What follows belongs to an exercise in optimizing a design on an open flow for small area; a production flow would make more cautious choices. The RTL was checked by simulation tests, not by an equivalence proof against the original design. Power and IR drop assume default switching activity.

==> trial 48 <==
==> flow/design.v <==
module KF6845 (
    input   logic           clock,
    input   logic           video_clock_enable,
    input   logic           reset,
    input   logic           CS_N,
    input   logic           RS,
    input   logic           ENABLE,
    input   logic           R_OR_W,
    input   logic   [7:0]   D_IN,
    output  logic   [7:0]   D_OUT,
    input   logic           LPSTB,
    output  logic           CURSOR,
    output  logic           HSYNC,
    output  logic           VSYNC,
    output  logic   [4:0]   RA,
    output  logic   [13:0]  MA,
    output  logic           DE
);
    logic   [1:0]   bus_state;
    logic           write_pending;
    logic           write_pending_rs;
    logic   [7:0]   bus_data;
    always_ff @(posedge clock, posedge reset) begin
        if (reset) begin
            bus_state       <= 2'b00;
            write_pending   <= 1'b0;
        end
        else begin
            bus_state[1]    <= ENABLE & ~CS_N & ~R_OR_W;
            bus_state[0]    <= ENABLE & ~CS_N & RS;
            write_pending   <= bus_state[1] & ~ENABLE;
        end
    end
    always_ff @(posedge clock) begin
        write_pending_rs    <= bus_state[0];
        if (ENABLE)
            bus_data        <= D_IN;
    end
    wire    read_cycle      = ~bus_state[1] & bus_state[0];
    logic           vce;
    always_ff @(posedge clock, posedge reset) begin
        if (reset)
            vce             <= 1'b0;
        else
            vce             <= video_clock_enable;
    end
    logic   [4:0]   address;
    always_ff @(posedge clock, posedge reset) begin
        if (reset)
            address         <= 5'h00;
        else if (write_pending & ~write_pending_rs)
            address         <= bus_data[4:0];
    end
    wire    write_register  = write_pending & write_pending_rs;
    wire    wr_h_total      = write_register & (address == 5'h00);
    wire    wr_h_disp       = write_register & (address == 5'h01);
    wire    wr_h_sync_pos   = write_register & (address == 5'h02);
    wire    wr_h_sync_width = write_register & (address == 5'h03);
    wire    wr_v_total      = write_register & (address == 5'h04);
    wire    wr_v_adjust     = write_register & (address == 5'h05);
    wire    wr_v_disp       = write_register & (address == 5'h06);
    wire    wr_v_sync_pos   = write_register & (address == 5'h07);
    wire    wr_interlace    = write_register & (address == 5'h08);
    wire    wr_max_scan     = write_register & (address == 5'h09);
    wire    wr_cursor_start = write_register & (address == 5'h0A);
    wire    wr_cursor_end   = write_register & (address == 5'h0B);
    wire    wr_start_h      = write_register & (address == 5'h0C);
    wire    wr_start_l      = write_register & (address == 5'h0D);
    wire    wr_cursor_h     = write_register & (address == 5'h0E);
    wire    wr_cursor_l     = write_register & (address == 5'h0F);
    logic   [7:0]   horizontal_total;
    logic   [7:0]   horizontal_displayed;
    logic   [7:0]   horizontal_sync_position;
    logic   [3:0]   horizontal_sync_width;
    logic   [6:0]   vertical_total;
    logic   [4:0]   vertical_total_adjust;
    logic   [6:0]   vertical_displayed;
    logic   [6:0]   vertical_sync_position;
    logic   [1:0]   interlace_mode;
    logic   [4:0]   maximum_scan_line;
    logic   [1:0]   blink_config;
    logic   [4:0]   cursor_start;
    logic   [4:0]   cursor_end;
    logic   [13:0]  start_address;
    logic   [13:0]  cursor_address;
    always_ff @(posedge clock, posedge reset) begin
        if (reset) begin
            horizontal_total            <= 8'h00;
            horizontal_displayed        <= 8'h00;
            horizontal_sync_position    <= 8'h00;
            horizontal_sync_width       <= 4'h0;
            vertical_total              <= 7'h00;
            vertical_total_adjust       <= 5'h00;
            vertical_displayed          <= 7'h00;
            vertical_sync_position      <= 7'h3F;
            interlace_mode              <= 2'b00;
            maximum_scan_line           <= 5'h00;
            blink_config                <= 2'h1;
            cursor_start                <= 5'h00;
            cursor_end                  <= 5'h00;
            start_address               <= 14'h0000;
            cursor_address              <= 14'h0000;
        end
        else begin
            if (wr_h_total)         horizontal_total            <= bus_data;
            if (wr_h_disp)          horizontal_displayed        <= bus_data;
            if (wr_h_sync_pos)      horizontal_sync_position    <= bus_data;
            if (wr_h_sync_width)    horizontal_sync_width       <= bus_data[3:0];
            if (wr_v_total)         vertical_total              <= bus_data[6:0];
            if (wr_v_adjust)        vertical_total_adjust       <= bus_data[4:0];
            if (wr_v_disp)          vertical_displayed          <= bus_data[6:0];
            if (wr_v_sync_pos)      vertical_sync_position      <= bus_data[6:0];
            if (wr_interlace)       interlace_mode              <= bus_data[1:0];
            if (wr_max_scan)        maximum_scan_line           <= bus_data[4:0];
            if (wr_cursor_start) begin
                blink_config        <= bus_data[6:5];
                cursor_start        <= bus_data[4:0];
            end
            if (wr_cursor_end)      cursor_end                  <= bus_data[4:0];
            if (wr_start_h)         start_address[13:8]         <= bus_data[5:0];
            if (wr_start_l)         start_address[7:0]          <= bus_data;
            if (wr_cursor_h)        cursor_address[13:8]        <= bus_data[5:0];
            if (wr_cursor_l)        cursor_address[7:0]         <= bus_data;
        end
    end
    logic   [7:0]   horizontal_counter;
    logic   [3:0]   horizontal_sync_width_counter;
    logic           reset_horizontal_sync_width;
    logic           Horizontal;
    logic           Horizontal_Half;
    logic           Horizontal_End;
    logic           H_Display;
    wire    [7:0]   next_horizontal_counter = Horizontal ? 8'h00 : horizontal_counter + 8'h01;
    wire    [3:0]   next_horizontal_sync_width_counter =
                        reset_horizontal_sync_width ? 4'h0 :
                        HSYNC ? horizontal_sync_width_counter + 4'h1 : horizontal_sync_width_counter;
    wire            wire_reset_horizontal_sync_width = (next_horizontal_sync_width_counter == horizontal_sync_width);
    wire            wire_Horizontal         = (next_horizontal_counter == horizontal_total);
    wire            wire_Horizontal_Half    = (next_horizontal_counter == {1'b0, horizontal_total[7:1]});
    wire            wire_Horizontal_End     = (next_horizontal_counter == horizontal_displayed);
    wire            wire_HSYNC_start        = (next_horizontal_counter == horizontal_sync_position);
    always_ff @(posedge clock, posedge reset) begin
        if (reset) begin
            horizontal_counter              <= 8'hFF;
            horizontal_sync_width_counter   <= 4'h0;
            reset_horizontal_sync_width     <= 1'b0;
            Horizontal                      <= 1'b0;
            Horizontal_Half                 <= 1'b0;
            Horizontal_End                  <= 1'b0;
            H_Display                       <= 1'b0;
            HSYNC                           <= 1'b0;
        end
        else if (vce) begin
            horizontal_counter              <= next_horizontal_counter;
            horizontal_sync_width_counter   <= next_horizontal_sync_width_counter;
            reset_horizontal_sync_width     <= wire_reset_horizontal_sync_width;
            Horizontal                      <= wire_Horizontal;
            Horizontal_Half                 <= wire_Horizontal_Half;
            Horizontal_End                  <= wire_Horizontal_End;
            if (wire_Horizontal_End)
                H_Display                   <= 1'b0;
            else if (wire_Horizontal)
                H_Display                   <= 1'b1;
            if (wire_reset_horizontal_sync_width)
                HSYNC                       <= 1'b0;
            else if (wire_HSYNC_start)
                HSYNC                       <= 1'b1;
        end
    end
    logic   [4:0]   scan_line_counter;
    logic   [6:0]   character_row_counter;
    logic           interlace_video;
    logic           odd_or_even;
    logic           Vadjust;
    logic           V_Display;
    logic   [3:0]   Vsync_counter;
    logic           Vsync_odd;
    logic           Vsync_even;
    logic           V_total;
    wire            line_end        = vce & Horizontal;
    wire    [4:0]   next_scan_line  = scan_line_counter + 5'h01;
    wire            Scanline_End    = line_end & (scan_line_counter == maximum_scan_line);
    always_comb begin
        if (odd_or_even)
            if (~|vertical_total_adjust)
                V_total = (character_row_counter == vertical_total);
            else
                V_total = Vadjust & (next_scan_line == vertical_total_adjust);
        else
            V_total = (Vadjust & (scan_line_counter == vertical_total_adjust));
        V_total = line_end & V_total;
    end
    wire    [6:0]   next_character_row_counter =
                        V_total ? 7'h00 : Scanline_End ? character_row_counter + 7'h01 : character_row_counter;
    always_ff @(posedge clock, posedge reset) begin
        if (reset) begin
            scan_line_counter       <= 5'h00;
            character_row_counter   <= 7'h00;
            interlace_video         <= 1'b0;
            odd_or_even             <= 1'b1;
            Vadjust                 <= 1'b0;
            V_Display               <= 1'b0;
            RA                      <= 5'h00;
            Vsync_odd               <= 1'b0;
            Vsync_even              <= 1'b0;
        end
        else begin
            if (line_end)
                scan_line_counter   <= (V_total | Scanline_End) ? 5'h00 : next_scan_line;
            character_row_counter   <= next_character_row_counter;
            if (V_total) begin
                interlace_video     <= &interlace_mode;
                odd_or_even         <= ~interlace_mode[0] | ~odd_or_even;
            end
            if (V_total)
                Vadjust             <= 1'b0;
            else if (Scanline_End && (character_row_counter == vertical_total))
                Vadjust             <= 1'b1;
            if (next_character_row_counter == vertical_displayed)
                V_Display           <= 1'b0;
            else if (V_total)
                V_Display           <= 1'b1;
            if (V_total | Scanline_End)
                RA                  <= {4'h0, interlace_video & odd_or_even};
            else if (line_end)
                RA                  <= RA + {3'h0, interlace_video, ~interlace_video};
            if (line_end) begin
                if (Scanline_End && (next_character_row_counter == vertical_sync_position))
                    Vsync_odd       <= 1'b1;
                else if (&Vsync_counter)
                    Vsync_odd       <= 1'b0;
            end
            if (vce & Horizontal_Half)
                Vsync_even          <= Vsync_odd;
        end
    end
    always_ff @(posedge clock) begin
        if (line_end)
            Vsync_counter   <= (Scanline_End && (next_character_row_counter == vertical_sync_position)) ? 4'h0 : Vsync_counter + 4'h1;
    end
    assign  VSYNC   = odd_or_even ? Vsync_odd : Vsync_even;
    assign  DE      = H_Display & V_Display;
    logic   [13:0]  retrace_ma;
    logic   [13:0]  next_line_ma;
    wire    [13:0]  increment_ma = MA + 14'h1;
    wire    [13:0]  next_retrace_ma = V_total ? start_address : Scanline_End ? next_line_ma : retrace_ma;
    always_ff @(posedge clock, posedge reset) begin
        if (reset) begin
            retrace_ma      <= 14'h0;
            next_line_ma    <= 14'h0;
            MA              <= 14'h0;
        end
        else if (vce) begin
            retrace_ma      <= next_retrace_ma;
            MA              <= Horizontal ? next_retrace_ma : increment_ma;
            if (Horizontal_End)
                next_line_ma <= increment_ma;
        end
    end
    logic   [4:0]   field_rate_counter;
    logic           cursor_on;
    always_ff @(posedge clock, posedge reset) begin
        if (reset) begin
            field_rate_counter      <= 5'h0;
            cursor_on               <= 1'b0;
        end
        else begin
            if (V_total)
                field_rate_counter  <= field_rate_counter + 5'h1;
            case (blink_config)
                2'b00:  cursor_on   <= 1'b1;
                2'b01:  cursor_on   <= 1'b0;
                2'b10:  if (V_total & ~|field_rate_counter[3:0]) cursor_on <= ~cursor_on;
                2'b11:  if (V_total & ~|field_rate_counter[4:0]) cursor_on <= ~cursor_on;
            endcase
        end
    end
    assign  CURSOR  = (cursor_address == MA) & (cursor_start <= RA) & (RA <= cursor_end) & cursor_on;
    logic           prev_lpstb;
    logic   [13:0]  light_pen;
    always_ff @(posedge clock, posedge reset) begin
        if (reset) begin
            prev_lpstb      <= 1'b1;
            light_pen       <= 14'h0;
        end
        else if (video_clock_enable) begin
            prev_lpstb      <= LPSTB;
            if (LPSTB & ~prev_lpstb)
                light_pen   <= MA;
        end
    end
    always_comb begin
        if (read_cycle && (address == 5'h0E))
            D_OUT   = {2'b00, cursor_address[13:8]};
        else if (read_cycle && (address == 5'h0F))
            D_OUT   = cursor_address[7:0];
        else if (read_cycle && (address == 5'h10))
            D_OUT   = {2'b00, light_pen[13:8]};
        else if (read_cycle && (address == 5'h11))
            D_OUT   = light_pen[7:0];
        else
            D_OUT   = 8'hFF;
    end
endmodule
==> flow/run.sh <==
#!/bin/bash
# synth_recipe.tcl (not shown) runs the flow's synth.tcl, then flattens the netlist and writes it again
# the make line also repeats each setting of config.mk as NAME=value (left out here)
make -C /OpenROAD-flow-scripts/flow DESIGN_CONFIG=/design/flow/config.mk WORK_HOME=/design/flow/orfs CLKGATE_MAP_FILE= SYNTH_SCRIPT=/design/flow/synth_recipe.tcl finish
==> flow/config.mk <==
export PLATFORM = sky130hd
export DESIGN_NAME = KF6845
export DESIGN_NICKNAME = KF6845
export VERILOG_FILES = /design/flow/design.v
export SDC_FILE = /design/flow/constraint.sdc
export NUM_CORES = 4
export LEC_CHECK = 0
export ABC_AREA = 1
export CAP_MARGIN = 20
export CORE_MARGIN = 2
export CORE_UTILIZATION = 60
export CTS_BUF_LIST = sky130_fd_sc_hd__clkbuf_4
export CTS_CLUSTER_DIAMETER = 40
export CTS_CLUSTER_SIZE = 10
export PLACE_DENSITY = 0.7
export SLEW_MARGIN = 20
==> flow/constraint.sdc <==
create_clock -name core_clock -period 5.0 [get_ports {clock}]
set_input_delay 1.0000 -clock core_clock [delete_from_list [all_inputs] [get_ports {clock}]]
set_output_delay 1.0000 -clock core_clock [all_outputs]
set_load 0.01 [all_outputs]
==> inputs of build 7, as changes to trial 48 <==
--- a/flow/design.v
+++ b/flow/design.v
@@ -124,5 +124,6 @@
         end
     end
-    logic   [7:0]   horizontal_counter;
+    logic   [7:0]   horizontal_counter_n;
+    wire    [7:0]   horizontal_counter = ~horizontal_counter_n;
     logic   [3:0]   horizontal_sync_width_counter;
     logic           reset_horizontal_sync_width;
@@ -142,9 +143,7 @@
     always_ff @(posedge clock, posedge reset) begin
         if (reset) begin
-            horizontal_counter              <= 8'hFF;
+            horizontal_counter_n            <= 8'h00;
             horizontal_sync_width_counter   <= 4'h0;
-            reset_horizontal_sync_width     <= 1'b0;
             Horizontal                      <= 1'b0;
-            Horizontal_Half                 <= 1'b0;
             Horizontal_End                  <= 1'b0;
             H_Display                       <= 1'b0;
@@ -152,9 +151,7 @@
         end
         else if (vce) begin
-            horizontal_counter              <= next_horizontal_counter;
+            horizontal_counter_n            <= ~next_horizontal_counter;
             horizontal_sync_width_counter   <= next_horizontal_sync_width_counter;
-            reset_horizontal_sync_width     <= wire_reset_horizontal_sync_width;
             Horizontal                      <= wire_Horizontal;
-            Horizontal_Half                 <= wire_Horizontal_Half;
             Horizontal_End                  <= wire_Horizontal_End;
             if (wire_Horizontal_End)
@@ -168,4 +165,10 @@
         end
     end
+    always_ff @(posedge clock) begin
+        if (vce) begin
+            reset_horizontal_sync_width     <= wire_reset_horizontal_sync_width;
+            Horizontal_Half                 <= wire_Horizontal_Half;
+        end
+    end
     logic   [4:0]   scan_line_counter;
     logic   [6:0]   character_row_counter;
==> flow/flow/run.sh (new file) <==
#!/bin/bash
# Own layout flow: the standard flow (standard.sh's make command and
# settings), with
#  - synthesis mapping the logic with an area-oriented abc script
#    (flow/abc_area.script, through flow/mysynth.tcl),
#  - the port buffers made of the smallest buffer cell,
#  - clock tree synthesis without dummy loads.
# Each step's full output is in orfs/logs/...; make's output is in make.log.
set -euo pipefail
HERE=$(pwd)
export MY_ABC_SCRIPT=$HERE/flow/abc_area.script
export BUFFER_PORTS_ARGS="-buffer_cell sky130_fd_sc_hd__buf_1"
export CTS_ARGS="-sink_clustering_enable -repair_clock_nets -sink_clustering_size 20 -sink_clustering_max_diameter 60 -buf_list sky130_fd_sc_hd__clkbuf_8 -dont_use_dummy_load"
sed "s#SYNTH_SCRIPT=[^ ]*#SYNTH_SCRIPT=$HERE/flow/mysynth.tcl#" standard.sh > my_standard.sh
grep -q "SYNTH_SCRIPT=$HERE/flow/mysynth.tcl" my_standard.sh
bash my_standard.sh finish > make.log 2>&1
test -f out/final.def
==> flow/flow/abc_area.script (new file) <==
strash
dc2
dch -f
amap
strash
dc2
dch -f
amap
topo
==> flow/flow/mysynth.tcl (new file) <==
# The standard synthesis (synth_recipe.tcl), with one change: abc maps the
# combinational logic with the script in MY_ABC_SCRIPT instead of ORFS's.
# Flip-flop mapping, register names, flattening and renaming are unchanged.
proc synth {args} { yosys synth -nofsm -noshare {*}$args }
proc abc {args} {
  set i [lsearch -exact $args -script]
  if { $i >= 0 } { set args [lreplace $args $i [expr {$i+1}] -script $::env(MY_ABC_SCRIPT)] }
  set j [lsearch -exact $args -D]
  if { $j >= 0 } { set args [lreplace $args $j [expr {$j+1}]] }
  yosys abc {*}$args
}
source $::env(SCRIPTS_DIR)/synth.tcl
# left out here: clear keep_hierarchy, flatten, clean up, hide names made inside functions, write 1_2_yosys.v
==> flow/standard.sh (new file) <==
#!/bin/bash
# synth_recipe.tcl (not shown) runs the flow's synth.tcl, then flattens the netlist and writes it again
# the make line also repeats each setting of config.mk as NAME=value (left out here)
make -C /OpenROAD-flow-scripts/flow DESIGN_CONFIG=/design/flow/config.mk WORK_HOME=/design/flow/orfs CLKGATE_MAP_FILE= SYNTH_SCRIPT=/design/flow/synth_recipe.tcl "${@:-finish}"
CORE_UTILIZATION = 70   (was 60)
CTS_BUF_LIST = unset   (was sky130_fd_sc_hd__clkbuf_4)
CTS_CLUSTER_DIAMETER = unset   (was 40)
CTS_CLUSTER_SIZE = unset   (was 10)
PLACE_DENSITY = 0.85   (was 0.7)
removed: flow/run.sh
==> comparison table <==
Outcome: trial 48 complete, no violations; build 7 complete, no violations
Simple logic cell fraction of the synthesized area: trial 48 19.3%; build 7 9.30%
Timing endpoint of the critical path: trial 48 D_OUT[5]; build 7 Vsync_counter[2]
Peak supply drop: trial 48 288 µV; build 7 298 µV
Net Switching: trial 48 1.90 mW; build 7 1.17 mW
Synthesized instance count: trial 48 1277; build 7 1044
Slowest stage delay, CP: trial 48 0.50 ns; build 7 0.55 ns
Register-to-register setup slack: trial 48 1.37 ns; build 7 0.68 ns
Total area of multi-input combinational cells: trial 48 4470 µm²; build 7 3650 µm²
Clk tree area frac: trial 48 4.71%; build 7 2.02%
Die extent in y: trial 48 139 µm; build 7 124 µm
Internal cell power: trial 48 3.50 mW; build 7 2.51 mW
Number of filler cells placed in the layout: trial 48 1540; build 7 1023
Most common cell in the synthesized netlist: trial 48 nand2_1; build 7 clkinv_1
Number of signal-net buffers in the layout: trial 48 49; build 7 57
Global-route wire length before repair: trial 48 43500 µm; build 7 41200 µm
Endpoint of the most critical register-to-register path: trial 48 Vsync_counter[0]; build 7 Vsync_counter[2]
Async SR Flop Fraction: trial 48 94.3%; build 7 93.4%
Layout multi-input combinational cell count: trial 48 865; build 7 613
Sequential cell area share: trial 48 47.4%; build 7 52.9%
Post-DP Area: trial 48 11600 µm²; build 7 10700 µm²
CTS Buf Count: trial 48 35; build 7 16
Largest net degree at the start of global routing: trial 48 170; build 7 144
Share of cell area taken by multi-input logic gates: trial 48 36.8%; build 7 33.5%
Tapcell count: trial 48 229; build 7 184
FMAX: trial 48 255 MHz; build 7 231 MHz

-- static timing again, ports no longer ideal --
The results above use ideal ports. As a check the final layouts listed here were re-extracted and re-timed, cells and wires unchanged.
Step 1: set_driving_cell puts a clkbuf_16 on clock and a buf_2 on each other input, an assumption about the parent block.
Step 2, shift: input delay + t, output delay - t, t = (earliest + latest rising clock arrival at the registers) / 2. This alone moves slack from input paths to output paths.
a / b / c = ideal / step 1 / step 2; a / b = the first two.
run | t, ns | setup slack, ns | clock arrival spread, ns | pins driven straight from the clock port
trial 48 | 0.659 | 1.075 / 1.034 / 1.366 | 0.039 / 0.040 | 1
build 7 | 0.532 | 0.676 / 0.676 / 0.676 | 0.055 / 0.055 | 1
After both steps setup and hold are still met in every run listed.
